From an optimization exercise on the open Yosys and OpenROAD flow, aimed at a short achievable clock period and few clock cycles; shortcuts taken in it are not production practice.
Only simulation tests tie the RTL to the original design; equivalence was not proved.
The flow treats the clock pin as an ideal source, which a real chip does not have.

## flow/design.v (module list and top-level ports; edited modules follow where they fit)
// module fadd_c1: 49 lines
// module fadd_c2: 21 lines
// module fadd_c3: 32 lines
// module fadd_p: 28 lines
// module fmul_s1: 32 lines
// module fmul_s2: 24 lines
// module fmul_p: 26 lines
// module csmul: 55 lines
// module csmula: 58 lines
// module fdiv_p: 99 lines
// module fdiv_s7: 45 lines
// module finv_tab: 514 lines
// module fsqrt_p: 107 lines
// module fsqrt_tab: 515 lines
// module ftoi: 34 lines
// module itof_p: 34 lines
// module floor_p: 45 lines
// module cpu: 556 lines
// module alu: 35 lines
// module brcmp: 34 lines
// module add3: 8 lines
module cpu(
	input wire clk,
	input wire rstn,
	output wire[15:0] inst_addr,
	input wire[31:0] inst_data,
	output wire[18:0] mem_addr,
	output wire[31:0] mem_wdata,
	input wire[31:0] mem_rdata,
	output wire mem_enable,
	output wire[3:0] mem_wea,
	output wire uart_wenable,
	input wire uart_wdone,
	output wire[31:0] uart_wd,
	output wire uart_renable,
	input wire uart_rdone,
	input wire[31:0] uart_rd
);
  // ...
==> flow/flow/run.sh <==
#!/bin/bash
# Layout flow: the standard synthesis, then the standard ORFS steps with
# their timing repair asked to reach below the clock period (a setup margin;
# the SDC, clock and I/O constraints are the standard flow's, unchanged), without gate
# cloning (its clones can leave small slew/capacitance violations after
# routing), and with more antenna-repair passes after detailed routing.
# Each step's output goes to a log of its own in the work folder.
set -euo pipefail
KNOBS=(SETUP_SLACK_MARGIN=${MARGIN:-18} TNS_END_PERCENT=${TNS:-30} SKIP_GATE_CLONING=1 MAX_REPAIR_ANTENNAS_ITER_DRT=12)
bash standard.sh synth > flow_1_synth.log 2>&1
bash standard.sh "${KNOBS[@]}" floorplan > flow_2_floorplan.log 2>&1
bash standard.sh "${KNOBS[@]}" place > flow_3_place.log 2>&1
bash standard.sh "${KNOBS[@]}" cts > flow_4_cts.log 2>&1
bash standard.sh "${KNOBS[@]}" grt > flow_5_grt.log 2>&1
bash standard.sh "${KNOBS[@]}" finish > flow_6_route_finish.log 2>&1
==> flow/standard.sh <==
#!/bin/bash
# synth_recipe.tcl (not shown) runs the flow's synth.tcl, then flattens the netlist and writes it again
# the make line also repeats each setting of config.mk as NAME=value (left out here)
make -C /OpenROAD-flow-scripts/flow DESIGN_CONFIG=/design/flow/config.mk WORK_HOME=/design/flow/orfs CLKGATE_MAP_FILE= SYNTH_SCRIPT=/design/flow/synth_recipe.tcl "${@:-finish}"
==> flow/config.mk <==
export PLATFORM = sky130hd
export DESIGN_NAME = cpu
export DESIGN_NICKNAME = cpu
export VERILOG_FILES = /design/flow/design.v
export SDC_FILE = /design/flow/constraint.sdc
export NUM_CORES = 8
export LEC_CHECK = 0
export CAP_MARGIN = 35
export CORE_MARGIN = 2
export CORE_UTILIZATION = 40
export SLEW_MARGIN = 35
export SYNTH_HIERARCHICAL = 1
==> flow/constraint.sdc <==
create_clock -name core_clock -period 25.0 [get_ports {clk}]
set_input_delay 5.0000 -clock core_clock [delete_from_list [all_inputs] [get_ports {clk}]]
set_output_delay 5.0000 -clock core_clock [all_outputs]
set_load 0.01 [all_outputs]
==> results.json, run 1 <==
{
  "sh_seq_area_pct": 33.8,
  "clk-insertion-delay-late_ns": 1.32,
  "clock_area_share_pct": 4.63,
  "multi_input_area_share_pct": 52.1,
  "r2r_setup_slack_ns": 17.77,
  "arrival_ns": 2.61,
  "critPathTopFamily": "flip-flops",
  "cp.required_ns": 20.00,
  "chipWidth_um": 1280,
  "clk_path_buf_depth": 5,
  "largest_reg_flops": 2016,
  "max_freq_ghz": 0.131,
  "largest_class": "multi-input gates",
  "buf_share_pct": 2.01,
  "fin_tns_setup_ns": 0,
  "cts-resized-gates": 459,
  "drt_iter0_markers": 47300,
  "hold_buffers": 0,
  "yosysWarningCount": 19,
  "path_max_fanout": 17,
  "hold_viol": 0,
  "clockBufferCount": 1262,
  "htreeDepth": 6,
  "status": "complete, no violations",
  "met2_usage_pct": 39.8,
  "io_pins": 206,
  "rr_worst_depth": 18,
  "highest_layer": "met5",
  "wl_met1_um": 859000
}
Testbench counts, summed over its fixed seeds: cycles 127,137.
==> module cpu, before the edit <==
module cpu(
	input wire clk,
	input wire rstn,
	output wire[15:0] inst_addr,
	input wire[31:0] inst_data,
	output wire[18:0] mem_addr,
	output wire[31:0] mem_wdata,
	input wire[31:0] mem_rdata,
	output wire mem_enable,
	output wire[3:0] mem_wea,
	output wire uart_wenable,
	input wire uart_wdone,
	output wire[31:0] uart_wd,
	output wire uart_renable,
	input wire uart_rdone,
	input wire[31:0] uart_rd
);
	localparam OP_LW    = 6'b00_0001;
	localparam OP_SW    = 6'b00_0000;
	localparam OP_LF    = 6'b10_0001;
	localparam OP_LWR   = 6'b01_0001;
	localparam OP_LFR   = 6'b11_0001;
	localparam OP_SF    = 6'b01_0000;
	localparam OP_ADD   = 6'b00_0010;
	localparam OP_SUB   = 6'b00_0011;
	localparam OP_MUL   = 6'b00_0100;
	localparam OP_XOR   = 6'b00_0101;
	localparam OP_ADDI  = 6'b00_1000;
	localparam OP_SI    = 6'b00_1001;
	localparam OP_ORI   = 6'b00_1010;
	localparam OP_FADD  = 6'b11_0010;
	localparam OP_FSUB  = 6'b11_0011;
	localparam OP_FMUL  = 6'b11_0100;
	localparam OP_FDIV  = 6'b11_0101;
	localparam OP_FNEG  = 6'b11_0110;
	localparam OP_FABS  = 6'b11_0111;
	localparam OP_SQRT  = 6'b11_1000;
	localparam OP_FLOOR = 6'b11_1001;
	localparam OP_FTOI  = 6'b01_1010;
	localparam OP_ITOF  = 6'b10_1010;
	localparam OP_MOVF  = 6'b11_1010;
	localparam OP_J     = 6'b00_1011;
	localparam OP_JAL   = 6'b00_1100;
	localparam OP_JALR  = 6'b00_1101;
	localparam OP_SLT   = 6'b00_0111;
	localparam OP_SLTF  = 6'b01_0010;
	localparam OP_BNE   = 6'b10_1100;
	localparam OP_BLE   = 6'b10_1110;
	localparam OP_BEQF  = 6'b01_1100;
	localparam OP_BLTF  = 6'b01_1101;
	localparam OP_OUTB  = 6'b00_1110;
	localparam OP_INF   = 6'b11_1111;
	localparam OP_IN    = 6'b00_1111;
	localparam N_ITOF  = 2;
	localparam N_FLOOR = 2;
	localparam N_MUL   = 2;
	localparam N_FADD  = 3;
	localparam N_FMUL  = 2;
	localparam N_FDIV  = 9;
	localparam N_SQRT  = 9;
	localparam KM = 10;       
	localparam S_ALU = 4'd0, S_MUL = 4'd1, S_FTOI = 4'd2, S_ITOF = 4'd3, S_MEM = 4'd4,
	           S_FADD = 4'd5, S_FMUL = 4'd6, S_FDIV = 4'd7, S_SQRT = 4'd8, S_FLOOR = 4'd9;
	localparam F_ADD = 4'd0, F_SUB = 4'd1, F_XOR = 4'd2, F_OR = 4'd3, F_SLT = 4'd4,
	           F_SHIFT = 4'd5, F_SLTF = 4'd6, F_PASS = 4'd7, F_NEG = 4'd8, F_ABS = 4'd9;
	localparam T_COND = 2'd0, T_JUMP = 2'd1, T_CALL = 2'd2, T_RET = 2'd3;
	function [11:0] opkeys(input [31:0] w);
		reg [5:0] o;
		reg br, af, bf;
		begin
			o = w[31:26];
			br = (o[5] ^ o[4]) && o[3] && o[2];
			af = o[4] && o[3:1] != 3'b000;
			bf = o[4] && o[3:0] != 4'b0001;
			opkeys = {af, w[20:16], bf, (o[3:0] == 4'b0000 || br) ? w[25:21] : w[15:11]};
		end
	endfunction
	integer j;
	reg [31:0] f1_pc;
	reg f1_valid;
	reg [31:0] f2_pc, f2_pred;
	reg f2_valid;
	assign inst_addr = f1_pc[17:2];
	reg        btb_v   [0:63];
	reg [9:0]  btb_tag [0:63];
	reg [15:0] btb_tgt [0:63];
	reg [1:0]  btb_ty  [0:63];
	reg [1:0]  btb_ctr [0:63];
	reg [31:0] ras_s [0:7];
	reg [2:0]  ras_sp;
	reg [31:0] ras_a [0:7];
	reg [2:0]  ras_ap;
	reg [31:0] q_inst [0:3];
	reg [31:0] q_pc   [0:3];
	reg [31:0] q_pred [0:3];
	reg [11:0] q_keys [0:3];
	reg [1:0]  q_head;
	reg [2:0]  q_cnt;
	wire [5:0] f1_bi = f1_pc[7:2];
	wire f1_hit = btb_v[f1_bi] && btb_tag[f1_bi] == f1_pc[17:8];
	wire [31:0] f1_seq = f1_pc + 32'd4;
	wire [31:0] f1_btgt = {f1_pc[31:18], btb_tgt[f1_bi], 2'b00};
	wire [31:0] ras_s_top = ras_s[ras_sp - 3'd1];
	reg [31:0] f1_next;
	reg f1_push, f1_pop;
	always @* begin
		f1_next = f1_seq;
		f1_push = 1'b0;
		f1_pop = 1'b0;
		if (f1_hit) begin
			case (btb_ty[f1_bi])
				T_COND: if (btb_ctr[f1_bi][1]) f1_next = f1_btgt;
				T_JUMP: f1_next = f1_btgt;
				T_CALL: begin f1_next = f1_btgt; f1_push = 1'b1; end
				default: begin f1_next = ras_s_top; f1_pop = 1'b1; end
			endcase
		end
	end
	wire [2:0] f_occ = q_cnt + {2'b0, f1_valid} + {2'b0, f2_valid};
	wire f_room = f_occ <= 3'd3;
	wire [11:0] f2_keys = opkeys(inst_data);
	reg d_valid;
	reg [31:0] d_inst, d_pc, d_pred;
	reg [11:0] d_keys;
	reg [31:0] rf [1:63];
	reg        iw_v [0:KM];
	reg [4:0]  iw_r [0:KM];
	reg [3:0]  iw_s [0:KM];
	reg        fw_v [0:KM];
	reg [4:0]  fw_r [0:KM];
	reg [3:0]  fw_s [0:KM];
	reg [3:0]  ex_fn;
	reg [31:0] ex_a, ex_b;            
	reg [31:0] mu_a, mu_b;            
	reg [31:0] cv_a;                  
	reg [31:0] fa_a, fa_b;            
	reg [31:0] fm_a, fm_b;            
	reg [31:0] fd_a, fd_b;            
	reg [31:0] sq_a;                  
	reg [31:0] alu_res, mul_res, ftoi_res;
	wire [31:0] itof_d, floor_d, fadd_d, fmul_d, fdiv_d, sqrt_d;
	wire [31:0] itof_q, floor_q, fadd_q, fmul_q, fdiv_q, sqrt_q;
	wire [31:0] alu_out;
	alu u_alu(ex_fn, ex_a, ex_b, alu_out);
	wire [63:0] mu_s, mu_c;
	csmul #(32, 32) u_mul(mu_a, mu_b, mu_s, mu_c);
	reg [31:0] mu_s_r, mu_c_r;
	wire [31:0] mul_d = mu_s_r + mu_c_r;
	wire [31:0] ftoi_d;
	ftoi u_ftoi(cv_a, ftoi_d);
	itof_p u_itof(clk, cv_a, itof_d, itof_q);
	floor_p u_floor(clk, cv_a, floor_d, floor_q);
	fadd_p u_fadd(clk, fa_a, fa_b, fadd_d, fadd_q);
	fmul_p u_fmul(clk, fm_a, fm_b, fmul_d, fmul_q);
	wire [31:0] inv7;
	fdiv_p u_fdiv(clk, fd_a, fd_b, fdiv_d, fdiv_q, inv7);
	fsqrt_p u_sqrt(clk, sq_a, sqrt_d, sqrt_q);
	reg [31:0] iwb_e, fwb_e, iwb_n, fwb_n;
	always @* begin
		case (iw_s[0])
			S_MUL:   iwb_e = mul_res;
			S_FTOI:  iwb_e = ftoi_res;
			default: iwb_e = alu_res;
		endcase
		case (fw_s[0])
			S_ITOF:  fwb_e = itof_q;
			S_FLOOR: fwb_e = floor_q;
			S_FADD:  fwb_e = fadd_q;
			S_FMUL:  fwb_e = fmul_q;
			S_FDIV:  fwb_e = fdiv_q;
			S_SQRT:  fwb_e = sqrt_q;
			default: fwb_e = alu_res;
		endcase
		case (iw_s[1])
			S_MUL:   iwb_n = mul_d;
			S_FTOI:  iwb_n = ftoi_d;
			default: iwb_n = alu_out;
		endcase
		case (fw_s[1])
			S_ITOF:  fwb_n = itof_d;
			S_FLOOR: fwb_n = floor_d;
			S_FADD:  fwb_n = fadd_d;
			S_FMUL:  fwb_n = fmul_d;
			S_FDIV:  fwb_n = fdiv_d;
			S_SQRT:  fwb_n = sqrt_d;
			default: fwb_n = alu_out;
		endcase
	end
	wire [31:0] iwb = iw_s[0] == S_MEM ? mem_rdata : iwb_e;
	wire [31:0] fwb = fw_s[0] == S_MEM ? mem_rdata : fwb_e;
	wire [31:0] di = d_inst;
	wire [5:0] op = di[31:26];
	wire [4:0] f_rd = di[25:21];
	wire [15:0] imm = di[15:0];
	wire [5:0] a_key = d_keys[11:6];
	wire [5:0] b_key = d_keys[5:0];
	wire aF = a_key[5];
	wire bF = b_key[5];
	reg rc_v;
	reg [5:0] rc_key;
	reg [31:0] rc_val;
	reg fl_v [1:8];           
	reg [5:0] fl_k [1:8];
	wire fdiv_hit = op == OP_FDIV && rc_v && b_key == rc_key;
	reg uA, uB, wr, wF;
	reg [3:0] k;       
	reg [3:0] src;     
	reg [3:0] fn;      
	reg c_load, c_store, c_br, c_j, c_jal, c_jalr, c_out, c_in, c_lwr, c_fsub;
	reg b_imm;
	reg [31:0] immv;
	always @* begin
		uA = 1'b0; uB = 1'b0; wr = 1'b0; wF = op[5];
		k = 4'd2; src = S_ALU; fn = F_PASS;
		c_load = 1'b0; c_store = 1'b0; c_br = 1'b0; c_j = 1'b0; c_jal = 1'b0; c_jalr = 1'b0;
		c_out = 1'b0; c_in = 1'b0; c_lwr = 1'b0; c_fsub = 1'b0;
		b_imm = 1'b0; immv = {{16{imm[15]}}, imm};
		case (op)
			OP_LW, OP_LF: begin uA = 1'b1; wr = 1'b1; c_load = 1'b1; src = S_MEM; end
			OP_LWR, OP_LFR: begin uA = 1'b1; uB = 1'b1; wr = 1'b1; c_load = 1'b1; c_lwr = 1'b1; src = S_MEM; end
			OP_SW, OP_SF: begin uA = 1'b1; uB = 1'b1; c_store = 1'b1; end
			OP_ADD: begin uA = 1'b1; uB = 1'b1; wr = 1'b1; fn = F_ADD; end
			OP_SUB: begin uA = 1'b1; uB = 1'b1; wr = 1'b1; fn = F_SUB; end
			OP_XOR: begin uA = 1'b1; uB = 1'b1; wr = 1'b1; fn = F_XOR; end
			OP_SLT: begin uA = 1'b1; uB = 1'b1; wr = 1'b1; fn = F_SLT; end
			OP_MUL: begin uA = 1'b1; uB = 1'b1; wr = 1'b1; src = S_MUL; k = N_MUL + 1; end
			OP_ADDI: begin uA = 1'b1; wr = 1'b1; fn = F_ADD; b_imm = 1'b1; end
			OP_SI: begin uA = 1'b1; wr = 1'b1; fn = F_SHIFT; b_imm = 1'b1; end
			OP_ORI: begin uA = 1'b1; wr = 1'b1; fn = F_OR; b_imm = 1'b1; immv = {16'h0, imm}; end
			OP_FADD: begin uA = 1'b1; uB = 1'b1; wr = 1'b1; src = S_FADD; k = N_FADD + 1; end
			OP_FSUB: begin uA = 1'b1; uB = 1'b1; wr = 1'b1; src = S_FADD; k = N_FADD + 1; c_fsub = 1'b1; end
			OP_FMUL: begin uA = 1'b1; uB = 1'b1; wr = 1'b1; src = S_FMUL; k = N_FMUL + 1; end
			OP_FDIV: begin
				uA = 1'b1; wr = 1'b1;
				if (fdiv_hit) begin src = S_FMUL; k = N_FMUL + 1; end
				else begin uB = 1'b1; src = S_FDIV; k = N_FDIV + 1; end
			end
			OP_FNEG: begin uA = 1'b1; wr = 1'b1; fn = F_NEG; end
			OP_FABS: begin uA = 1'b1; wr = 1'b1; fn = F_ABS; end
			OP_MOVF: begin uA = 1'b1; wr = 1'b1; fn = F_PASS; end
			OP_SQRT: begin uA = 1'b1; wr = 1'b1; src = S_SQRT; k = N_SQRT + 1; end
			OP_FLOOR: begin uA = 1'b1; wr = 1'b1; src = S_FLOOR; k = N_FLOOR + 1; end
			OP_FTOI: begin uA = 1'b1; wr = 1'b1; src = S_FTOI; end
			OP_ITOF: begin uA = 1'b1; wr = 1'b1; src = S_ITOF; k = N_ITOF + 1; end
			OP_SLTF: begin uA = 1'b1; uB = 1'b1; wr = 1'b1; fn = F_SLTF; end
			OP_J: begin c_j = 1'b1; end
			OP_JAL: begin wr = 1'b1; c_j = 1'b1; c_jal = 1'b1; end
			OP_JALR: begin uA = 1'b1; wr = 1'b1; c_jalr = 1'b1; end
			OP_BNE, OP_BLE, OP_BEQF, OP_BLTF: begin uA = 1'b1; uB = 1'b1; c_br = 1'b1; end
			OP_OUTB: begin uA = 1'b1; c_out = 1'b1; end
			OP_IN, OP_INF: begin wr = 1'b1; c_in = 1'b1; end
			default: ;
		endcase
	end
	wire [4:0] wIdx = c_jal ? 5'd31 : f_rd;
	wire wr_eff = wr && (wF || wIdx != 5'd0);
	wire [5:0] w_key = {wF, wIdx};
	reg [KM:0] a_m, b_m, w_m;
	always @* begin
		for (j = 0; j <= KM; j = j + 1) begin
			a_m[j] = aF ? (fw_v[j] && fw_r[j] == a_key[4:0]) : (iw_v[j] && iw_r[j] == a_key[4:0]);
			b_m[j] = bF ? (fw_v[j] && fw_r[j] == b_key[4:0]) : (iw_v[j] && iw_r[j] == b_key[4:0]);
			w_m[j] = wF ? (fw_v[j] && fw_r[j] == wIdx) : (iw_v[j] && iw_r[j] == wIdx);
		end
	end
	wire a_far = |a_m[KM:2];                  
	wire b_far = |b_m[KM:2];
	wire [3:0] a_s1 = aF ? fw_s[1] : iw_s[1];    
	wire [3:0] a_s0 = aF ? fw_s[0] : iw_s[0];    
	wire [3:0] b_s1 = bF ? fw_s[1] : iw_s[1];
	wire [3:0] b_s0 = bF ? fw_s[0] : iw_s[0];
	wire a_n = a_m[1];                         
	wire a_w = a_m[0] && !a_m[1];              
	wire b_n = b_m[1];
	wire b_w = b_m[0] && !b_m[1];
	wire a_late = a_s0 == S_MEM;               
	wire b_late = b_s0 == S_MEM;
	wire [31:0] a_rf = a_key == 6'd0 ? 32'h0 : rf[a_key];
	wire [31:0] b_rf = b_key == 6'd0 ? 32'h0 : rf[b_key];
	wire [31:0] a_rw = a_w ? (aF ? fwb_e : iwb_e) : a_rf;
	wire [31:0] b_rw = b_w ? (bF ? fwb_e : iwb_e) : b_rf;
	wire [31:0] a_cap = a_n ? (aF ? fwb_n : iwb_n) : (a_w && a_late) ? mem_rdata : a_rw;
	wire [31:0] b_cap = b_n ? (bF ? fwb_n : iwb_n) : (b_w && b_late) ? mem_rdata : b_rw;
	wire [31:0] a_br = a_n ? alu_out : (a_w && a_late) ? mem_rdata : a_rw;
	wire [31:0] b_br = b_n ? alu_out : (b_w && b_late) ? mem_rdata : b_rw;
	wire a_rdyB = !a_far && (!a_n || a_s1 == S_ALU);
	wire b_rdyB = !b_far && (!b_n || b_s1 == S_ALU);
	wire ex_sum = ex_fn == F_ADD;
	wire a_rdyE = !a_far && (a_n ? (a_s1 == S_ALU && ex_sum) : !(a_w && a_late));
	wire b_rdyE = !b_far && (b_n ? (b_s1 == S_ALU && ex_sum && !a_n) : !(b_w && b_late));
	wire a_rdyC = !a_far && (!a_n || a_s1 != S_MEM);
	wire b_rdyC = !b_far && (!b_n || b_s1 != S_MEM);
	wire needAE = c_load || c_store;
	wire needBE = c_lwr;
	wire needAB = c_br || c_jalr;
	wire needBB = c_br;
	reg uart_pend;
	reg [1:0] uin_st;      
	reg [31:0] uart_data;
	wire w_slot = wF ? fw_v[k] : iw_v[k];
	wire stall =
		(uA && !(needAE ? a_rdyE : needAB ? a_rdyB : a_rdyC)) ||
		(uB && !(needBE ? b_rdyE : needBB ? b_rdyB : b_rdyC)) ||
		(wr_eff && |(w_m >> k)) ||
		(wr_eff && w_slot) ||
		(c_out && uart_pend) ||
		(c_in && uin_st != 2'd2);
	reg sl_v, sl_br, sl_tk, sl_nb, sl_n4, sl_nr;
	reg [31:0] sl_btgt, sl_pc4, sl_rtgt;
	wire mis_r = sl_v && (sl_br ? (sl_tk ? sl_nb : sl_n4) : sl_nr);
	wire [31:0] tgt_r = sl_br ? (sl_tk ? sl_btgt : sl_pc4) : sl_rtgt;
	reg fast_r;        
	wire d_ok = d_valid && !mis_r;
	wire issue = d_ok && !stall;
	wire [31:0] pc4 = d_pc + 32'd4;
	wire [31:0] btgt = d_pc + {{14{imm[15]}}, imm, 2'b00};
	wire [31:0] jtgt = {4'b0, di[25:0], 2'b00};
	wire [31:0] rtgt = {a_br[31:2], 2'b00};
	wire taken, eq_rtgt;
	brcmp u_brcmp(op, a_br, b_br, d_pred, taken, eq_rtgt);
	wire eq_pc4 = d_pred == pc4;
	wire eq_btgt = d_pred == btgt;
	wire eq_jtgt = d_pred == jtgt;
	wire redirect_fast = issue && !c_br && !c_jalr && (c_j ? !eq_jtgt : !eq_pc4);
	wire [31:0] fast_next = c_j ? jtgt : pc4;
	wire redirect = mis_r || redirect_fast;
	wire [5:0] d_bi = d_pc[7:2];
	wire d_hit_cond = btb_v[d_bi] && btb_tag[d_bi] == d_pc[17:8] && btb_ty[d_bi] == T_COND;
	wire [1:0] d_ctr = btb_ctr[d_bi];
	wire [18:0] off = c_lwr ? b_rw[18:0] : imm[15] ? {3'b111, imm} : {3'b000, imm};
	wire [18:0] ag_x = (a_n || (c_lwr && b_n)) ? ex_a[18:0] : a_rw[18:0];
	wire [18:0] ag_y = (a_n || (c_lwr && b_n)) ? ex_b[18:0] : off;
	wire [18:0] ag_z = a_n ? off : (c_lwr && b_n) ? a_rw[18:0] : 19'd0;
	wire [18:0] agu;
	add3 #(19) u_agu(ag_x, ag_y, ag_z, agu);
	reg bu_v, bu_taken, bu_hit;
	reg [5:0] bu_idx;
	reg [9:0] bu_tag;
	reg [15:0] bu_tgt;
	reg [1:0] bu_ty, bu_ctr;
	wire [1:0] bu_new_ctr = !bu_hit ? (bu_taken ? 2'b10 : 2'b01) :
	                        bu_taken ? (bu_ctr == 2'b11 ? 2'b11 : bu_ctr + 2'b01) :
	                                   (bu_ctr == 2'b00 ? 2'b00 : bu_ctr - 2'b01);
	reg [18:0] mem_addr_r;
	reg [31:0] mem_wdata_r;
	reg mem_en_r;
	reg [3:0] mem_wea_r;
	reg uart_wen_r, uart_ren_r;
	reg [31:0] uart_wd_r;
	assign mem_addr = mem_addr_r;
	assign mem_wdata = mem_wdata_r;
	assign mem_enable = mem_en_r;
	assign mem_wea = mem_wea_r;
	assign uart_wenable = uart_wen_r;
	assign uart_renable = uart_ren_r;
	assign uart_wd = uart_wd_r;
	wire d_take = !d_valid || issue;
	wire q_nonempty = q_cnt != 3'd0;
	wire [1:0] q_tail = q_head + q_cnt[1:0];
	always @(posedge clk) begin
		alu_res <= alu_out;
		mu_s_r <= mu_s[31:0];
		mu_c_r <= mu_c[31:0];
		mul_res <= mul_d;
		ftoi_res <= ftoi_d;
		sl_br <= c_br;
		sl_tk <= taken;
		sl_nb <= !eq_btgt;
		sl_n4 <= !eq_pc4;
		sl_nr <= !eq_rtgt;
		sl_btgt <= btgt;
		sl_pc4 <= pc4;
		sl_rtgt <= rtgt;
		if (uart_rdone) uart_data <= uart_rd;
		if (iw_v[0] && iw_r[0] != 5'd0) rf[{1'b0, iw_r[0]}] <= iwb;
		if (fw_v[0]) rf[{1'b1, fw_r[0]}] <= fwb;
		if (issue && (src == S_ALU || src == S_MEM)) begin
			ex_fn <= fn;
			ex_a <= (c_jal || c_jalr) ? pc4 : c_in ? uart_data : a_cap;
			ex_b <= b_imm ? immv : b_cap;
		end
		if (issue && src == S_MUL) begin
			mu_a <= a_cap;
			mu_b <= b_cap;
		end
		if (issue && (src == S_FTOI || src == S_ITOF || src == S_FLOOR)) cv_a <= a_cap;
		if (issue && src == S_FADD) begin
			fa_a <= a_cap;
			fa_b <= c_fsub ? {~b_cap[31], b_cap[30:0]} : b_cap;
		end
		if (issue && src == S_FMUL) begin
			fm_a <= a_cap;
			fm_b <= fdiv_hit ? rc_val : b_cap;
		end
		if (issue && src == S_FDIV) begin
			fd_a <= a_cap;
			fd_b <= b_cap;
		end
		if (issue && src == S_SQRT) sq_a <= a_cap;
		if (issue && (c_load || c_store)) begin
			mem_addr_r <= agu;
			mem_wdata_r <= b_cap;
		end
		if (issue && c_out) uart_wd_r <= a_cap;
		if (issue && c_jal) ras_a[ras_ap] <= pc4;
		bu_idx <= d_bi;
		bu_tag <= d_pc[17:8];
		bu_tgt <= c_br ? btgt[17:2] : jtgt[17:2];
		bu_ty <= c_br ? T_COND : c_jalr ? T_RET : c_jal ? T_CALL : T_JUMP;
		bu_taken <= taken;
		bu_hit <= d_hit_cond;
		bu_ctr <= d_ctr;
		if (bu_v) begin
			btb_tag[bu_idx] <= bu_tag;
			btb_tgt[bu_idx] <= bu_tgt;
			btb_ty[bu_idx] <= bu_ty;
			btb_ctr[bu_idx] <= bu_new_ctr;
		end
		if (f2_valid) begin
			q_inst[q_tail] <= inst_data;
			q_pc[q_tail] <= f2_pc;
			q_pred[q_tail] <= f2_pred;
			q_keys[q_tail] <= f2_keys;
		end
		if (d_take) begin
			if (q_nonempty) begin
				d_inst <= q_inst[q_head];
				d_pc <= q_pc[q_head];
				d_pred <= q_pred[q_head];
				d_keys <= q_keys[q_head];
			end else begin
				d_inst <= inst_data;
				d_pc <= f2_pc;
				d_pred <= f2_pred;
				d_keys <= f2_keys;
			end
		end
		if (f1_valid) begin
			f2_pc <= f1_pc;
			f2_pred <= f1_next;
		end
		if (mis_r || fast_r) begin
			for (j = 0; j < 8; j = j + 1) ras_s[j] <= ras_a[j];
		end else if (f1_valid && f1_push) begin
			ras_s[ras_sp] <= f1_seq;
		end
		if (!rstn) begin
			f1_pc <= 32'h0;
			f1_valid <= 1'b1;
			f2_valid <= 1'b0;
			q_cnt <= 3'd0;
			q_head <= 2'd0;
			d_valid <= 1'b0;
			ras_sp <= 3'd0;
			ras_ap <= 3'd0;
			sl_v <= 1'b0;
			fast_r <= 1'b0;
			rc_v <= 1'b0;
			for (j = 1; j <= 8; j = j + 1) fl_v[j] <= 1'b0;
			bu_v <= 1'b0;
			for (j = 0; j < 64; j = j + 1) btb_v[j] <= 1'b0;
			for (j = 0; j <= KM; j = j + 1) begin
				iw_v[j] <= 1'b0;
				fw_v[j] <= 1'b0;
			end
			mem_en_r <= 1'b0;
			mem_wea_r <= 4'h0;
			uart_wen_r <= 1'b0;
			uart_ren_r <= 1'b0;
			uart_pend <= 1'b0;
			uin_st <= 2'd0;
		end else begin
			sl_v <= issue && (c_br || c_jalr);
			fast_r <= redirect_fast;
			if (redirect) begin
				f1_pc <= mis_r ? tgt_r : fast_next;
				f1_valid <= 1'b1;
				f2_valid <= 1'b0;
				q_cnt <= 3'd0;
				d_valid <= 1'b0;
			end else begin
				f2_valid <= f1_valid;
				if (f1_valid) f1_pc <= f1_next;
				f1_valid <= f_room;
				if (d_take) begin
					d_valid <= q_nonempty || f2_valid;
					if (q_nonempty) begin
						q_head <= q_head + 2'd1;
						q_cnt <= q_cnt - 3'd1 + {2'b0, f2_valid};
					end else begin
						q_cnt <= q_cnt;
					end
				end else begin
					q_cnt <= q_cnt + {2'b0, f2_valid};
				end
			end
			if (mis_r || fast_r) ras_sp <= ras_ap;
			else if (!redirect && f1_valid && f1_push) ras_sp <= ras_sp + 3'd1;
			else if (!redirect && f1_valid && f1_pop) ras_sp <= ras_sp - 3'd1;
			if (issue && c_jal) ras_ap <= ras_ap + 3'd1;
			else if (issue && c_jalr) ras_ap <= ras_ap - 3'd1;
			bu_v <= issue && (c_br || c_j || c_jalr);
			if (bu_v) btb_v[bu_idx] <= 1'b1;
			for (j = 1; j < 8; j = j + 1) begin
				fl_v[j + 1] <= fl_v[j] && !(issue && wr_eff && w_key == fl_k[j]);
				fl_k[j + 1] <= fl_k[j];
			end
			fl_v[1] <= issue && op == OP_FDIV && !fdiv_hit && !(wr_eff && w_key == b_key);
			fl_k[1] <= b_key;
			if (fl_v[8]) begin
				rc_v <= 1'b1;
				rc_key <= fl_k[8];
				rc_val <= inv7;
			end
			if (issue && wr_eff && w_key == (fl_v[8] ? fl_k[8] : rc_key)) rc_v <= 1'b0;
			for (j = 0; j < KM; j = j + 1) begin
				iw_v[j] <= iw_v[j + 1];
				iw_r[j] <= iw_r[j + 1];
				iw_s[j] <= iw_s[j + 1];
				fw_v[j] <= fw_v[j + 1];
				fw_r[j] <= fw_r[j + 1];
				fw_s[j] <= fw_s[j + 1];
			end
			iw_v[KM] <= 1'b0;
			fw_v[KM] <= 1'b0;
			if (issue && wr_eff) begin
				if (wF) begin
					fw_v[k - 4'd1] <= 1'b1;
					fw_r[k - 4'd1] <= wIdx;
					fw_s[k - 4'd1] <= src;
				end else begin
					iw_v[k - 4'd1] <= 1'b1;
					iw_r[k - 4'd1] <= wIdx;
					iw_s[k - 4'd1] <= src;
				end
			end
			mem_en_r <= issue && (c_load || c_store);
			mem_wea_r <= (issue && c_store) ? 4'hf : 4'h0;
			uart_wen_r <= issue && c_out;
			uart_ren_r <= 1'b0;
			if (issue && c_out) uart_pend <= 1'b1;
			else if (uart_wdone || uart_rdone) uart_pend <= 1'b0;
			if (d_ok && c_in) begin
				if (uin_st == 2'd0 && !uart_pend) begin
					uart_ren_r <= 1'b1;
					uart_pend <= 1'b1;
					uin_st <= 2'd1;
				end else if (uin_st == 2'd1 && uart_rdone) begin
					uin_st <= 2'd2;
				end else if (uin_st == 2'd2 && issue) begin
					uin_st <= 2'd0;
				end
			end
		end
	end
endmodule
==> run 2: changes to the inputs <==
--- a/flow/design.v
+++ b/flow/design.v
@@ -1806,3 +1806,6 @@
 	reg [1:0]  btb_ty  [0:63];
-	reg [1:0]  btb_ctr [0:63];
+	reg [1:0]  btb_ctr [0:63];    
+	reg [5:0]  btb_lh  [0:63];    
+	reg [1:0]  btb_ch  [0:63];    
+	reg [1:0]  pht     [0:63];    
 	reg [31:0] ras_s [0:7];
@@ -1830,3 +1833,3 @@
 			case (btb_ty[f1_bi])
-				T_COND: if (btb_ctr[f1_bi][1]) f1_next = f1_btgt;
+				T_COND: if (btb_ch[f1_bi][1] ? pht[btb_lh[f1_bi] ^ f1_bi][1] : btb_ctr[f1_bi][1]) f1_next = f1_btgt;
 				T_JUMP: f1_next = f1_btgt;
@@ -2046,4 +2049,2 @@
 	wire [5:0] d_bi = d_pc[7:2];
-	wire d_hit_cond = btb_v[d_bi] && btb_tag[d_bi] == d_pc[17:8] && btb_ty[d_bi] == T_COND;
-	wire [1:0] d_ctr = btb_ctr[d_bi];
 	wire [18:0] off = c_lwr ? b_rw[18:0] : imm[15] ? {3'b111, imm} : {3'b000, imm};
@@ -2054,3 +2055,3 @@
 	add3 #(19) u_agu(ag_x, ag_y, ag_z, agu);
-	reg bu_v, bu_taken, bu_hit;
+	reg bu_v, bu_taken;
 	reg [5:0] bu_idx;
@@ -2058,6 +2059,18 @@
 	reg [15:0] bu_tgt;
-	reg [1:0] bu_ty, bu_ctr;
-	wire [1:0] bu_new_ctr = !bu_hit ? (bu_taken ? 2'b10 : 2'b01) :
-	                        bu_taken ? (bu_ctr == 2'b11 ? 2'b11 : bu_ctr + 2'b01) :
-	                                   (bu_ctr == 2'b00 ? 2'b00 : bu_ctr - 2'b01);
+	reg [1:0] bu_ty;
+	wire bu_hit = btb_v[bu_idx] && btb_tag[bu_idx] == bu_tag && btb_ty[bu_idx] == T_COND;
+	wire [1:0] bu_ctr = btb_ctr[bu_idx];
+	wire [5:0] bu_lh = btb_lh[bu_idx];
+	wire [1:0] bu_ch = btb_ch[bu_idx];
+	wire [5:0] bu_pi = bu_lh ^ bu_idx;
+	wire [1:0] bu_pht = pht[bu_pi];
+	function [1:0] cnt(input [1:0] c, input up);
+		begin
+			cnt = up ? (c == 2'b11 ? 2'b11 : c + 2'b01) : (c == 2'b00 ? 2'b00 : c - 2'b01);
+		end
+	endfunction
+	wire [1:0] bu_new_ctr = !bu_hit ? (bu_taken ? 2'b10 : 2'b01) : cnt(bu_ctr, bu_taken);
+	wire [5:0] bu_new_lh = !bu_hit ? {5'b0, bu_taken} : {bu_lh[4:0], bu_taken};
+	wire [1:0] bu_new_ch = !bu_hit ? 2'b01 :
+	                       bu_ctr[1] == bu_pht[1] ? bu_ch : cnt(bu_ch, bu_pht[1] == bu_taken);
 	reg [18:0] mem_addr_r;
@@ -2129,4 +2142,2 @@
 		bu_taken <= taken;
-		bu_hit <= d_hit_cond;
-		bu_ctr <= d_ctr;
 		if (bu_v) begin
@@ -2136,2 +2147,4 @@
 			btb_ctr[bu_idx] <= bu_new_ctr;
+			btb_lh[bu_idx] <= bu_new_lh;
+			btb_ch[bu_idx] <= bu_new_ch;
 		end
@@ -2179,3 +2192,6 @@
 			bu_v <= 1'b0;
-			for (j = 0; j < 64; j = j + 1) btb_v[j] <= 1'b0;
+			for (j = 0; j < 64; j = j + 1) begin
+				btb_v[j] <= 1'b0;
+				pht[j] <= 2'b01;
+			end
 			for (j = 0; j <= KM; j = j + 1) begin
@@ -2222,2 +2238,3 @@
 			if (bu_v) btb_v[bu_idx] <= 1'b1;
+			if (bu_v && bu_hit) pht[bu_pi] <= cnt(bu_pht, bu_taken);
 			for (j = 1; j < 8; j = j + 1) begin
==> run 2 against run 1 <==
Net effect: still clean on timing, DRC and antenna; clock skew up 0.037 ns; clock-buffer cell count up 201; worst hold slack got worse by 0.063 ns; via count grew 7.0%; routed wire length grew 11%; register-to-register slack got worse by 0.05 ns; synthesized area rose by 4.3%; cell count grew 4.3%; synthesized cell count grew 4.5%.
==> results.json, run 2 <==
{
  "status": "complete, no violations",
  "gr-total-overflow": 0,
  "cts_tree": "done",
  "drt_iter0_markers": 56100,
  "max_freq_ghz": 0.130,
  "slew_violations": 0,
  "dr.pass1.iters": 7,
  "fin_cells": 80300,
  "antenna_found_initial": 313,
  "timing.slew.headroom_pct": 26.5,
  "critPathKind": "register to output port",
  "clk_path_buf_depth": 6,
  "clk-insertion-delay-late_ns": 1.39,
  "finalWirelength_um": 2380000,
  "arrival_ns": 2.66,
  "final_common_cell": "fa_1",
  "track_usage_pct": 27.7,
  "place_congestion": 0.988,
  "setup_ws_ns": 17.34,
  "hold_viol": 0,
  "core_sq_um": 1680000,
  "fin_tns_setup_ns": 0,
  "clock_skew_ns": 0.208,
  "rsz0062_at_grt": "yes",
  "path_max_fanout": 2,
  "period_needed_ns": 7.66,
  "htreeDepth": 7,
  "place_worst_setup_slack_ns": 15.83,
  "vias_per_cell": 5.83,
  "critPathBufInv": 1,
  "cts_made_buffers": 1150,
  "largest_reg_flops": 2016,
  "chipHeight_um": 1300,
  "setup_viol": 0,
  "drv_cap": 0,
  "wl_per_cell_um": 29.7,
  "netlist_instances": 57400,
  "holdWs_ns": 0.207,
  "cpMaxStageDelayCell": "edfxtp_1",
  "nFillCells": 155000,
  "clock-root-buffer": "clkbuf_16",
  "grt_pass1_wl_um": 3430000,
  "crit_cells": 1,
  "nets": 66100,
  "critPathTopFamily": "flip-flops",
  "syn-cell-area_sq_um": 675000,
  "dp_hpwl_um": 1650000,
  "drive_gt1_share_pct": 13.1,
  "ff_latch_area_sq_um": 259000,
  "multi_input_comb_area_sq_um": 379000,
  "grt_pass1_vias": 472000,
  "clk_pin_slew_ns": 0.06,
  "grt_max_degree": 150,
  "cp_slowest_stage_delay_ns": 0.97,
  "critical_path.endpoint_type": "output port",
  "io_buffer_count": 205,
  "start_util_pct": 40.1,
  "hold_buffers": 0,
  "avgSynthCellArea_sq_um": 11.8,
  "final_cell_mix": "fa_1, inv_1, edfxtp_1, nand2_1, and2_1",
  "core.rowCount": 477,
  "period_share_pct": 30.7,
  "clock_sinks": 9688,
  "cp_cell_sequence": "buf_2",
  "postRouteAntennaNets": 0,
  "start_kind": "register",
  "syn_to_final_growth_pct": 10.5,
  "chipWidth_um": 1300,
  "hold_path.class": "register to register",
  "io_pins": 206,
  "rr_worst_depth": 16,
  "dieArea_sq_um": 1700000,
  "min_path_cells": 0,
  "worst_pin_slew_ns": 1.09,
  "stdcell_area_sq_um": 746000,
  "drc": 0,
  "place_area_sq_um": 703000,
  "yosysWarningCount": 19,
  "num_vias": 468000,
  "cp.required_ns": 20.00,
  "dp.cells": 77800
}
[run 2: cell types whose count changed in the layout (fill, tap and decap cells not counted), moves of 100 or more]
| cell | previous run | this run |
|---|---|---|
| edfxtp_1 | 5814 | 6454 |
| nor2_1 | 1758 | 2043 |
| a22oi_1 | 190 | 461 |
| diode_2 | 473 | 267 |
| clkbuf_16 | 976 | 1177 |
| nand2_1 | 5092 | 5253 |
| o21ai_0 | 1195 | 1338 |
| buf_4 | 1245 | 1369 |
| mux2_2 | 372 | 262 |
| mux2i_1 | 511 | 611 |
[run 2: final cells by class]
class / count / share of cell area, %
diodes: 267 / 0.0896
clock buffers: 1463 / 4.19
clock inverters: 502 / 0.722
inverters: 6633 / 3.34
multi-input cells: 37400 / 50.8
flip-flops and latches: 9688 / 34.8
well taps: 22500 / 3.78
repair buffers: 1855 / 2.33
[run 2: timing repair]
item,4_1_cts,5_1_grt
buffers inserted,60,142
endpoints found under the setup margin,1476,1579
pin swaps,27,80
resized for setup,348,644
[run 2: path summary, 6_finish.rpt]
path                       start  slack (ns)       endpoint
hold reg to reg     u_sqrt.u1[3]        0.21  u_sqrt.u_2[3]
setup reg to reg        register       17.72   ras_s[4][12]
hold / removal      u_sqrt.u1[3]        0.21  u_sqrt.u_2[3]
setup / recovery  mem_addr_r[14]       17.34   mem_addr[14]
[run 2: through the flow]
step | util, %
2_1_floorplan | -
3_3_place_gp | 41.6
3_5_place_dp | 41.7
4_1_cts | 44.0
5_1_grt | 44.2
6_report | 44.3
[run 2: layer usage]
| metal | wire length [um] | track usage (%) | vias up |
|---|---|---|---|
| met3 | 262000 | 7.18 | 5714 |
| li1 | - | - | 194000 |
| met1 | 918000 | 36.3 | 242000 |
| met4 | 151000 | 14.5 | 140 |
| met2 | 1050000 | 42.3 | 25700 |
| met5 | 921 | 0 | - |
Testbench counts of run 2, summed over its fixed seeds: cycles 125,790.
==> module fadd_c1, before the edit <==
module fadd_c1(
  input wire [31:0] s,
  input wire [31:0] t,
  output wire [26:0] g27,
  output wire [26:0] l27,
  output wire [7:0] exp_g,
  output wire sign_g,
  output wire is_add,
  output wire for_sticky,
  output wire [31:0] spec_d,    
  output wire [1:0] spec        
);
  wire ss = s[31], st = t[31];
  wire [7:0] es = s[30:23], et = t[30:23];
  wire [22:0] ms = s[22:0], mt = t[22:0];
  wire gt = s[30:0] > t[30:0];
  wire lt = s[30:0] < t[30:0];
  assign is_add = ss == st;
  assign sign_g = gt ? ss : st;
  assign exp_g = gt ? es : et;
  wire [22:0] man_g = gt ? ms : mt;
  wire [22:0] man_l = lt ? ms : mt;
  wire [7:0] d_st = es - et;
  wire [7:0] d_ts = et - es;
  wire [7:0] rel = es >= et ? d_st : d_ts;
  wire [4:0] pre_shift = (rel > 8'd25) ? 5'd31 : rel[4:0];
  wire [55:0] l56 = {2'b01, man_l, 31'b0} >> pre_shift;
  assign g27 = {2'b01, man_g, 2'b00};
  assign l27 = l56[55:29];
  assign for_sticky = |l56[28:0];
  wire s_nan = es == 8'd255 && ms != 23'd0;
  wire t_nan = et == 8'd255 && mt != 23'd0;
  wire s_inf = es == 8'd255 && ms == 23'd0;
  wire t_inf = et == 8'd255 && mt == 23'd0;
  wire s_zero = es == 8'd0 && ms == 23'd0;
  wire t_zero = et == 8'd0 && mt == 23'd0;
  wire d_is_s = t_zero || (gt && rel > 8'd24);
  wire d_is_t = s_zero || (lt && rel > 8'd24);
  wire d_is_zero = (ss != st) && (es == et) && (ms == mt);
  assign spec = {t_nan || s_nan || s_inf || t_inf, d_is_s || d_is_t || d_is_zero};
  assign spec_d =
    t_nan ? {st, 8'd255, mt} :
    s_nan ? {ss, 8'd255, ms} :
    s_inf && t_inf ? (ss == st ? {ss, 8'd255, 23'd0} : {1'b0, 8'd255, 1'b1, 22'd0}) :
    s_inf ? {ss, 8'd255, 23'd0} :
    t_inf ? {st, 8'd255, 23'd0} :
    d_is_s ? s :
    d_is_t ? t : 32'd0;
endmodule
==> module ftoi, before the edit <==
module ftoi(
  input wire [31:0] s,
  output wire [31:0] d
);
wire sign_s;
wire [7:0] exponent_s, exponent_s_minus127;
wire [22:0] mantissa_s;
wire [23:0] one_mantissa_s;
assign sign_s = s[31:31];
assign exponent_s = s[30:23];
assign exponent_s_minus127 = (exponent_s > 8'd127 ? exponent_s - 8'd127 : 8'd0);
assign mantissa_s = s[22:0];
wire [54:0] mantissa_ex, mantissa_shift;
wire [31:0] mantissa_round, tmp4;
assign mantissa_ex = {32'b1, mantissa_s};
assign mantissa_shift = (mantissa_ex << (exponent_s - 8'd126));
wire ulp, guard, round, sticky, flag, carry;
assign ulp = mantissa_shift[24:24];
assign guard = mantissa_shift[23:23];
assign round = mantissa_shift[22:22];
assign sticky = |(mantissa_shift[21:0]);
assign flag =
    (guard && (~round) && (~sticky)) ||
    (guard && (~round) && sticky) ||
    (guard && round);
assign mantissa_round = {1'b0, mantissa_shift[54:24]} + {31'b0, flag};
wire d_is_inf, d_is_zero;
assign d_is_inf = (exponent_s_minus127 >= 8'd31);
assign d_is_zero = (exponent_s < 8'd126);
assign d =
    d_is_inf ? {1'b1, 31'b0} :
    d_is_zero ? 32'd0 :
    sign_s ? ~mantissa_round + 32'b1 : mantissa_round;
endmodule
==> run 3: changes to the inputs <==
--- a/flow/design.v
+++ b/flow/design.v
@@ -29,3 +29,7 @@
   assign l27 = l56[55:29];
-  assign for_sticky = |l56[28:0];
+  wire [4:0] tz_s, tz_t;
+  tzc23 uzs(ms, tz_s);
+  tzc23 uzt(mt, tz_t);
+  wire [4:0] tz_l = lt ? tz_s : tz_t;
+  assign for_sticky = pre_shift > 5'd2 && tz_l < pre_shift - 5'd2;
   wire s_nan = es == 8'd255 && ms != 23'd0;
@@ -49,2 +53,10 @@
 endmodule
+module tzc23(input wire [22:0] x, output reg [4:0] n);
+  integer i;
+  always @* begin
+    n = 5'd23;
+    for (i = 22; i >= 0; i = i - 1)
+      if (x[i]) n = i;
+  end
+endmodule
 module fadd_c2(
@@ -1609,31 +1621,14 @@
 );
-wire sign_s;
-wire [7:0] exponent_s, exponent_s_minus127;
-wire [22:0] mantissa_s;
-wire [23:0] one_mantissa_s;
-assign sign_s = s[31:31];
-assign exponent_s = s[30:23];
-assign exponent_s_minus127 = (exponent_s > 8'd127 ? exponent_s - 8'd127 : 8'd0);
-assign mantissa_s = s[22:0];
-wire [54:0] mantissa_ex, mantissa_shift;
-wire [31:0] mantissa_round, tmp4;
-assign mantissa_ex = {32'b1, mantissa_s};
-assign mantissa_shift = (mantissa_ex << (exponent_s - 8'd126));
-wire ulp, guard, round, sticky, flag, carry;
-assign ulp = mantissa_shift[24:24];
-assign guard = mantissa_shift[23:23];
-assign round = mantissa_shift[22:22];
-assign sticky = |(mantissa_shift[21:0]);
-assign flag =
-    (guard && (~round) && (~sticky)) ||
-    (guard && (~round) && sticky) ||
-    (guard && round);
-assign mantissa_round = {1'b0, mantissa_shift[54:24]} + {31'b0, flag};
-wire d_is_inf, d_is_zero;
-assign d_is_inf = (exponent_s_minus127 >= 8'd31);
-assign d_is_zero = (exponent_s < 8'd126);
-assign d =
+  wire sign_s = s[31];
+  wire [7:0] exponent_s = s[30:23];
+  wire [54:0] mantissa_shift = {32'b1, s[22:0]} << (exponent_s - 8'd126);
+  wire [31:0] m = {1'b0, mantissa_shift[54:24]};
+  wire guard = mantissa_shift[23];
+  wire [31:0] x = sign_s ? ~m : m;
+  wire [31:0] r = x + {31'b0, sign_s ^ guard};
+  wire d_is_inf = exponent_s >= 8'd158;
+  wire d_is_zero = exponent_s < 8'd126;
+  assign d =
     d_is_inf ? {1'b1, 31'b0} :
-    d_is_zero ? 32'd0 :
-    sign_s ? ~mantissa_round + 32'b1 : mantissa_round;
+    d_is_zero ? 32'd0 : r;
 endmodule
@@ -1801,3 +1796,4 @@
 	reg f2_valid;
-	assign inst_addr = f1_pc[17:2];
+	reg [15:0] ia_n;
+	assign inst_addr = ~ia_n;
 	reg        btb_v   [0:63];
@@ -1824,3 +1820,7 @@
 	wire [31:0] f1_btgt = {f1_pc[31:18], btb_tgt[f1_bi], 2'b00};
-	wire [31:0] ras_s_top = ras_s[ras_sp - 3'd1];
+	reg push_r;
+	reg [2:0] push_idx;
+	reg [31:0] push_val;
+	wire [2:0] ras_top_i = ras_sp - 3'd1;
+	wire [31:0] ras_s_top = (push_r && push_idx == ras_top_i) ? push_val : ras_s[ras_top_i];
 	reg [31:0] f1_next;
@@ -1923,5 +1923,12 @@
 	reg [31:0] rc_val;
+	reg pc_v;
+	reg [5:0] pc_key;
+	reg [31:0] pc_val;
 	reg fl_v [1:8];           
 	reg [5:0] fl_k [1:8];
-	wire fdiv_hit = op == OP_FDIV && rc_v && b_key == rc_key;
+	reg fl_p [1:8];           
+	wire hit_r = rc_v && b_key == rc_key;
+	wire hit_p = pc_v && b_key == pc_key;
+	wire fdiv_hit = op == OP_FDIV && (hit_r || hit_p);
+	wire [31:0] rc_hit_val = hit_r ? rc_val : pc_val;
 	reg uA, uB, wr, wF;
@@ -1980,7 +1987,8 @@
 	reg [KM:0] a_m, b_m, w_m;
+	integer jm;
 	always @* begin
-		for (j = 0; j <= KM; j = j + 1) begin
-			a_m[j] = aF ? (fw_v[j] && fw_r[j] == a_key[4:0]) : (iw_v[j] && iw_r[j] == a_key[4:0]);
-			b_m[j] = bF ? (fw_v[j] && fw_r[j] == b_key[4:0]) : (iw_v[j] && iw_r[j] == b_key[4:0]);
-			w_m[j] = wF ? (fw_v[j] && fw_r[j] == wIdx) : (iw_v[j] && iw_r[j] == wIdx);
+		for (jm = 0; jm <= KM; jm = jm + 1) begin
+			a_m[jm] = aF ? (fw_v[jm] && fw_r[jm] == a_key[4:0]) : (iw_v[jm] && iw_r[jm] == a_key[4:0]);
+			b_m[jm] = bF ? (fw_v[jm] && fw_r[jm] == b_key[4:0]) : (iw_v[jm] && iw_r[jm] == b_key[4:0]);
+			w_m[jm] = wF ? (fw_v[jm] && fw_r[jm] == wIdx) : (iw_v[jm] && iw_r[jm] == wIdx);
 		end
@@ -2005,2 +2013,6 @@
 	wire [31:0] b_cap = b_n ? (bF ? fwb_n : iwb_n) : (b_w && b_late) ? mem_rdata : b_rw;
+	wire [31:0] a_capf = a_n ? fwb_n : (a_w && a_late) ? mem_rdata : a_rw;
+	wire [31:0] b_capf = b_n ? fwb_n : (b_w && b_late) ? mem_rdata : b_rw;
+	wire [31:0] a_capi = a_n ? iwb_n : (a_w && a_late) ? mem_rdata : a_rw;
+	wire [31:0] b_capi = b_n ? iwb_n : (b_w && b_late) ? mem_rdata : b_rw;
 	wire [31:0] a_br = a_n ? alu_out : (a_w && a_late) ? mem_rdata : a_rw;
@@ -2033,5 +2045,16 @@
 	wire [31:0] tgt_r = sl_br ? (sl_tk ? sl_btgt : sl_pc4) : sl_rtgt;
-	reg fast_r;        
-	wire d_ok = d_valid && !mis_r;
+	reg fast_r;
+	reg [31:0] fast_tgt;
+	wire d_ok = d_valid && !mis_r && !fast_r;
 	wire issue = d_ok && !stall;
+	reg [KM:1] pf_younger;
+	integer jp;
+	always @* begin
+		for (jp = 1; jp <= KM; jp = jp + 1) pf_younger[jp] = fw_v[jp] && fw_r[jp] == fw_r[0];
+	end
+	wire [5:0] pf_key = {1'b1, fw_r[0]};
+	wire pf_busy = fl_v[1] && fl_p[1] || fl_v[2] && fl_p[2] || fl_v[3] && fl_p[3] || fl_v[4] && fl_p[4] ||
+	               fl_v[5] && fl_p[5] || fl_v[6] && fl_p[6] || fl_v[7] && fl_p[7] || fl_v[8] && fl_p[8];
+	wire pf_go = fw_v[0] && fw_s[0] == S_MEM && !(|pf_younger) && !pf_busy &&
+	             !(d_ok && op == OP_FDIV) && !(d_ok && wr_eff && w_key == pf_key);
 	wire [31:0] pc4 = d_pc + 32'd4;
@@ -2045,5 +2068,5 @@
 	wire eq_jtgt = d_pred == jtgt;
-	wire redirect_fast = issue && !c_br && !c_jalr && (c_j ? !eq_jtgt : !eq_pc4);
+	wire mis_fast = !c_br && !c_jalr && (c_j ? !eq_jtgt : !eq_pc4);
 	wire [31:0] fast_next = c_j ? jtgt : pc4;
-	wire redirect = mis_r || redirect_fast;
+	wire redirect = mis_r || fast_r;
 	wire [5:0] d_bi = d_pc[7:2];
@@ -2064,3 +2087,4 @@
 	wire [1:0] bu_ch = btb_ch[bu_idx];
-	wire [5:0] bu_pi = bu_lh ^ bu_idx;
+	reg [5:0] bu_lhd;    
+	wire [5:0] bu_pi = bu_lhd ^ bu_idx;
 	wire [1:0] bu_pht = pht[bu_pi];
@@ -2088,2 +2112,5 @@
 	assign uart_wd = uart_wd_r;
+	wire [31:0] f1_pc_n = !rstn ? 32'h0 :
+	                      redirect ? (mis_r ? tgt_r : fast_tgt) :
+	                      f1_valid ? f1_next : f1_pc;
 	wire d_take = !d_valid || issue;
@@ -2108,3 +2135,3 @@
 		if (fw_v[0]) rf[{1'b1, fw_r[0]}] <= fwb;
-		if (issue && (src == S_ALU || src == S_MEM)) begin
+		if (d_ok && src == S_ALU) begin
 			ex_fn <= fn;
@@ -2113,27 +2140,31 @@
 		end
-		if (issue && src == S_MUL) begin
-			mu_a <= a_cap;
-			mu_b <= b_cap;
+		if (d_ok && src == S_MUL) begin
+			mu_a <= a_capi;
+			mu_b <= b_capi;
 		end
-		if (issue && (src == S_FTOI || src == S_ITOF || src == S_FLOOR)) cv_a <= a_cap;
-		if (issue && src == S_FADD) begin
-			fa_a <= a_cap;
-			fa_b <= c_fsub ? {~b_cap[31], b_cap[30:0]} : b_cap;
+		if (d_ok && (src == S_FTOI || src == S_ITOF || src == S_FLOOR)) cv_a <= a_cap;
+		if (d_ok && src == S_FADD) begin
+			fa_a <= a_capf;
+			fa_b <= c_fsub ? {~b_capf[31], b_capf[30:0]} : b_capf;
 		end
-		if (issue && src == S_FMUL) begin
-			fm_a <= a_cap;
-			fm_b <= fdiv_hit ? rc_val : b_cap;
+		if (d_ok && src == S_FMUL) begin
+			fm_a <= a_capf;
+			fm_b <= fdiv_hit ? rc_hit_val : b_capf;
 		end
-		if (issue && src == S_FDIV) begin
-			fd_a <= a_cap;
-			fd_b <= b_cap;
+		if (pf_go) fd_b <= mem_rdata;
+		else if (d_ok && src == S_FDIV) begin
+			fd_a <= a_capf;
+			fd_b <= b_capf;
 		end
-		if (issue && src == S_SQRT) sq_a <= a_cap;
-		if (issue && (c_load || c_store)) begin
-			mem_addr_r <= agu;
-			mem_wdata_r <= b_cap;
-		end
-		if (issue && c_out) uart_wd_r <= a_cap;
+		if (d_ok && src == S_SQRT) sq_a <= a_capf;
+		fast_tgt <= fast_next;
+		push_idx <= ras_sp;
+		push_val <= f1_seq;
+		mem_addr_r <= agu;
+		mem_wdata_r <= b_cap;
+		uart_wd_r <= a_capi;
+		ia_n <= ~f1_pc_n[17:2];
 		if (issue && c_jal) ras_a[ras_ap] <= pc4;
 		bu_idx <= d_bi;
+		bu_lhd <= btb_lh[d_bi];
 		bu_tag <= d_pc[17:8];
@@ -2175,4 +2206,4 @@
 			for (j = 0; j < 8; j = j + 1) ras_s[j] <= ras_a[j];
-		end else if (f1_valid && f1_push) begin
-			ras_s[ras_sp] <= f1_seq;
+		end else if (push_r) begin
+			ras_s[push_idx] <= push_val;
 		end
@@ -2189,3 +2220,5 @@
 			fast_r <= 1'b0;
+			push_r <= 1'b0;
 			rc_v <= 1'b0;
+			pc_v <= 1'b0;
 			for (j = 1; j <= 8; j = j + 1) fl_v[j] <= 1'b0;
@@ -2208,5 +2241,5 @@
 			sl_v <= issue && (c_br || c_jalr);
-			fast_r <= redirect_fast;
+			fast_r <= issue && mis_fast;
 			if (redirect) begin
-				f1_pc <= mis_r ? tgt_r : fast_next;
+				f1_pc <= f1_pc_n;
 				f1_valid <= 1'b1;
@@ -2217,3 +2250,3 @@
 				f2_valid <= f1_valid;
-				if (f1_valid) f1_pc <= f1_next;
+				f1_pc <= f1_pc_n;
 				f1_valid <= f_room;
@@ -2234,2 +2267,3 @@
 			else if (!redirect && f1_valid && f1_pop) ras_sp <= ras_sp - 3'd1;
+			push_r <= !redirect && f1_valid && f1_push;
 			if (issue && c_jal) ras_ap <= ras_ap + 3'd1;
@@ -2242,6 +2276,8 @@
 				fl_k[j + 1] <= fl_k[j];
+				fl_p[j + 1] <= fl_p[j];
 			end
-			fl_v[1] <= issue && op == OP_FDIV && !fdiv_hit && !(wr_eff && w_key == b_key);
-			fl_k[1] <= b_key;
-			if (fl_v[8]) begin
+			fl_v[1] <= pf_go || (issue && op == OP_FDIV && !fdiv_hit && !(wr_eff && w_key == b_key));
+			fl_k[1] <= pf_go ? pf_key : b_key;
+			fl_p[1] <= pf_go;
+			if (fl_v[8] && !fl_p[8]) begin
 				rc_v <= 1'b1;
@@ -2250,3 +2286,9 @@
 			end
-			if (issue && wr_eff && w_key == (fl_v[8] ? fl_k[8] : rc_key)) rc_v <= 1'b0;
+			if (issue && wr_eff && w_key == ((fl_v[8] && !fl_p[8]) ? fl_k[8] : rc_key)) rc_v <= 1'b0;
+			if (fl_v[8] && fl_p[8]) begin
+				pc_v <= 1'b1;
+				pc_key <= fl_k[8];
+				pc_val <= inv7;
+			end
+			if (issue && wr_eff && w_key == ((fl_v[8] && fl_p[8]) ? fl_k[8] : pc_key)) pc_v <= 1'b0;
 			for (j = 0; j < KM; j = j + 1) begin
--- a/flow/flow/run.sh
+++ b/flow/flow/run.sh
@@ -5,6 +5,9 @@
 # cloning (its clones can leave small slew/capacitance violations after
-# routing), and with more antenna-repair passes after detailed routing.
+# routing), with the port buffers made of ordinary buffers (sizable by the
+# repair) rather than delay cells, and with more antenna-repair passes after
+# detailed routing.
 # Each step's output goes to a log of its own in the work folder.
 set -euo pipefail
-KNOBS=(SETUP_SLACK_MARGIN=${MARGIN:-18} TNS_END_PERCENT=${TNS:-30} SKIP_GATE_CLONING=1 MAX_REPAIR_ANTENNAS_ITER_DRT=12)
+KNOBS=(SETUP_SLACK_MARGIN=${MARGIN:-18.3} TNS_END_PERCENT=${TNS:-30} SKIP_GATE_CLONING=1
+       MAX_REPAIR_ANTENNAS_ITER_DRT=12 "BUFFER_PORTS_ARGS=-buffer_cell sky130_fd_sc_hd__buf_4")
 bash standard.sh synth > flow_1_synth.log 2>&1
==> run 3 against run 2 <==
Net effect: clock skew decreased by 0.014 ns; cell count decreased by 0.33%; critical path depth increased by 20; final area increased by 0.26%; sequential share of layout area increased by 0.28 points; sequential cell count increased by 143; critical endpoint is now bu_taken; critical path type is now register to register; synthesized area increased by 0.47%; first-iteration DRC count decreased by 3.2%; via count decreased by 0.53%.
==> results.json, run 3 <==
{
  "grt_pass1_wl_um": 3410000,
  "critPathBufInv": 2,
  "place_area_sq_um": 706000,
  "dieArea_sq_um": 1710000,
  "htreeDepth": 7,
  "gr-total-overflow": 0,
  "place_worst_setup_slack_ns": 15.90,
  "dp_hpwl_um": 1640000,
  "avgSynthCellArea_sq_um": 11.9,
  "clock_sinks": 9831,
  "critical_path.endpoint_type": "register",
  "start_kind": "register",
  "period_share_pct": 28.2,
  "grt_pass1_vias": 472000,
  "cp.required_ns": 26.23,
  "hp-start": "u_sqrt.ex_3[0]",
  "wl_per_cell_um": 29.6,
  "critPathTopFamily": "compound AO/OA/AOI/OAI gates",
  "chipHeight_um": 1310,
  "vias_per_cell": 5.82,
  "critPathKind": "register to register",
  "postRouteAntennaNets": 0,
  "largest_reg_flops": 2016,
  "rsz0062_at_grt": "yes",
  "dr.pass1.iters": 10,
  "period_needed_ns": 7.06,
  "drive_gt1_share_pct": 13.6,
  "worstHoldEndpoint": "u_sqrt.ex_4[0]",
  "drv_cap": 0,
  "stdcell_area_sq_um": 748000,
  "cts_tree": "done",
  "cts_made_buffers": 1167,
  "holdWs_ns": 0.212,
  "worst_pin_slew_ns": 1.13,
  "clock_skew_ns": 0.195,
  "setup_viol": 0,
  "path_max_fanout": 17,
  "yosysWarningCount": 21,
  "hold_viol": 0,
  "place_congestion": 0.991,
  "status": "complete, no violations",
  "nets": 65800,
  "clk_path_buf_depth": 6,
  "clock-root-buffer": "clkbuf_16",
  "grt_max_degree": 149,
  "fin_tns_setup_ns": 0,
  "netlist_instances": 57100,
  "clk_pin_slew_ns": 0.07,
  "io_pins": 206,
  "arrival_ns": 8.29,
  "setup_ws_ns": 17.94,
  "cp_cell_sequence": "inv_1 > ha_1 > or3b_1 > and3b_1 > o221ai_1 > nand3b_1 > a31o_1 > a21oi_2 > mux2i_1 > a41o_1 > o32a_1 > a21o_1 > inv_1 > ha_4 > nand3_4 > nor3_4 > nand3_2 > o311ai_1 > nor2_1 > a31o_1 > a22oi_2",
  "start_util_pct": 40.1,
  "core.rowCount": 478,
  "slew_violations": 0,
  "fin_cells": 80000,
  "r2r_setup_slack_ns": 17.94,
  "rr_worst_depth": 21,
  "syn_to_final_growth_pct": 10.3,
  "core_sq_um": 1690000,
  "final_common_cell": "fa_1",
  "timing.slew.headroom_pct": 24.8,
  "rr_startpoint": "ex_b[5]",
  "r2r-end": "bu_taken",
  "clk-insertion-delay-late_ns": 1.39,
  "min_path_cells": 0,
  "num_vias": 465000,
  "cpMaxStageDelayCell": "o32a_1",
  "dp.cells": 77700,
  "cp_slowest_stage_delay_ns": 0.69,
  "hold_buffers": 0,
  "syn-cell-area_sq_um": 678000,
  "drt_iter0_markers": 54300,
  "drc": 0,
  "crit_cells": 21,
  "finalWirelength_um": 2370000,
  "antenna_found_initial": 279,
  "io_buffer_count": 205,
  "max_freq_ghz": 0.142,
  "chipWidth_um": 1310,
  "final_cell_mix": "fa_1, inv_1, edfxtp_1, nand2_1, and2_1",
  "track_usage_pct": 27.3,
  "hold_path.class": "register to register"
}
==> run 3: how the worst max path moves through the flow <==
stage                     from             to  slack [ns]
6_report               ex_b[5]       bu_taken       17.94
5_1_grt        mem_wdata_r[29]  mem_wdata[29]       17.92
4_1_cts        mem_wdata_r[29]  mem_wdata[29]       17.90
3_5_place_dp              rstn      pht[8][1]       15.90
3_3_place_gp              rstn     pht[34][1]       15.94
2_1_floorplan             rstn      rc_val[0]       17.96
==> run 3: area by class of cell <==
class,count,area [sq um]
Clock buffer,1487,31900
Antenna cell,232,581
Inverter,6639,24900
Sequential cell,9831,262000
Clock inverter,524,5370
Timing Repair Buffer,1687,15300
Tap cell,22600,28200
Fill cell,155000,944000
Multi-Input combinational cell,37100,379000
==> run 3: routing by layer <==
metal / part of all wire [%] / vias up / GRT usage [%]
li1: - / 194000 / -
met1: 39 / 242000 / 36.2
met2: 44 / 24300 / 41.9
met3: 10 / 5300 / 6.68
met4: 6.0 / 94 / 13.9
met5: 0.026 / - / 0
==> run 3: per-stage QoR <==
step,utilization (%)
final,44.2
after global routing,44.2
after CTS,44.0
after detailed placement,41.7
after global placement,41.6
after floorplan,-
==> run 3: worst reg2reg max path, delay by kind of cell (launching register included) <==
family | cells | cell delay, ns
AOI/OAI and AO/OA | 9 | 3.02
and+or+nand+nor | 7 | 1.56
adders and majority gates | 2 | 0.89
DFF | 1 | 0.65
buffers and inverters | 2 | 0.64
muxes | 1 | 0.23
==> run 3: timing repair <==
item	CTS	global route
pin swaps	20	69
endpoints found under the hold margin	0	0
setup buffers	33	40
resized for setup	335	294
cloned	0	0
endpoints found under the setup margin	1579	1025
Testbench counts of run 3, summed over its fixed seeds: cycles 122,120.

-- what the ideal ports hide --
In the flow no input, the clock included, has a driving cell. The finished layouts below were timed again as built, in two steps. Step 1: set_driving_cell puts a clkbuf_16 on clk and a buf_2 on each other input, an assumption about the parent block. Step 2 moves the port delays by t, midway between the first and last clock arrival at a register: inputs arrive t later, outputs are due t later. That takes back most of the time a late clock gives input paths. Three values: ideal, step 1, step 2; two values: the first two.
| run | t, ns | setup slack, ns | worst hold slack (ns) |
|---|---|---|---|
| run 1 | 1.401 | 17.386 / 17.201 / 16.390 | 0.270 / 0.270 / 0.270 |
| run 2 | 1.497 | 17.336 / 17.142 / 16.176 | 0.207 / 0.207 / 0.207 |
| run 3 | 1.477 | 17.941 / 17.764 / 16.407 | 0.212 / 0.212 / 0.212 |
After both steps setup and hold are still met in every run listed. The setup slack of run 3, which loses most, moves by -0.177 ns with the drivers and by -1.534 ns with both steps.
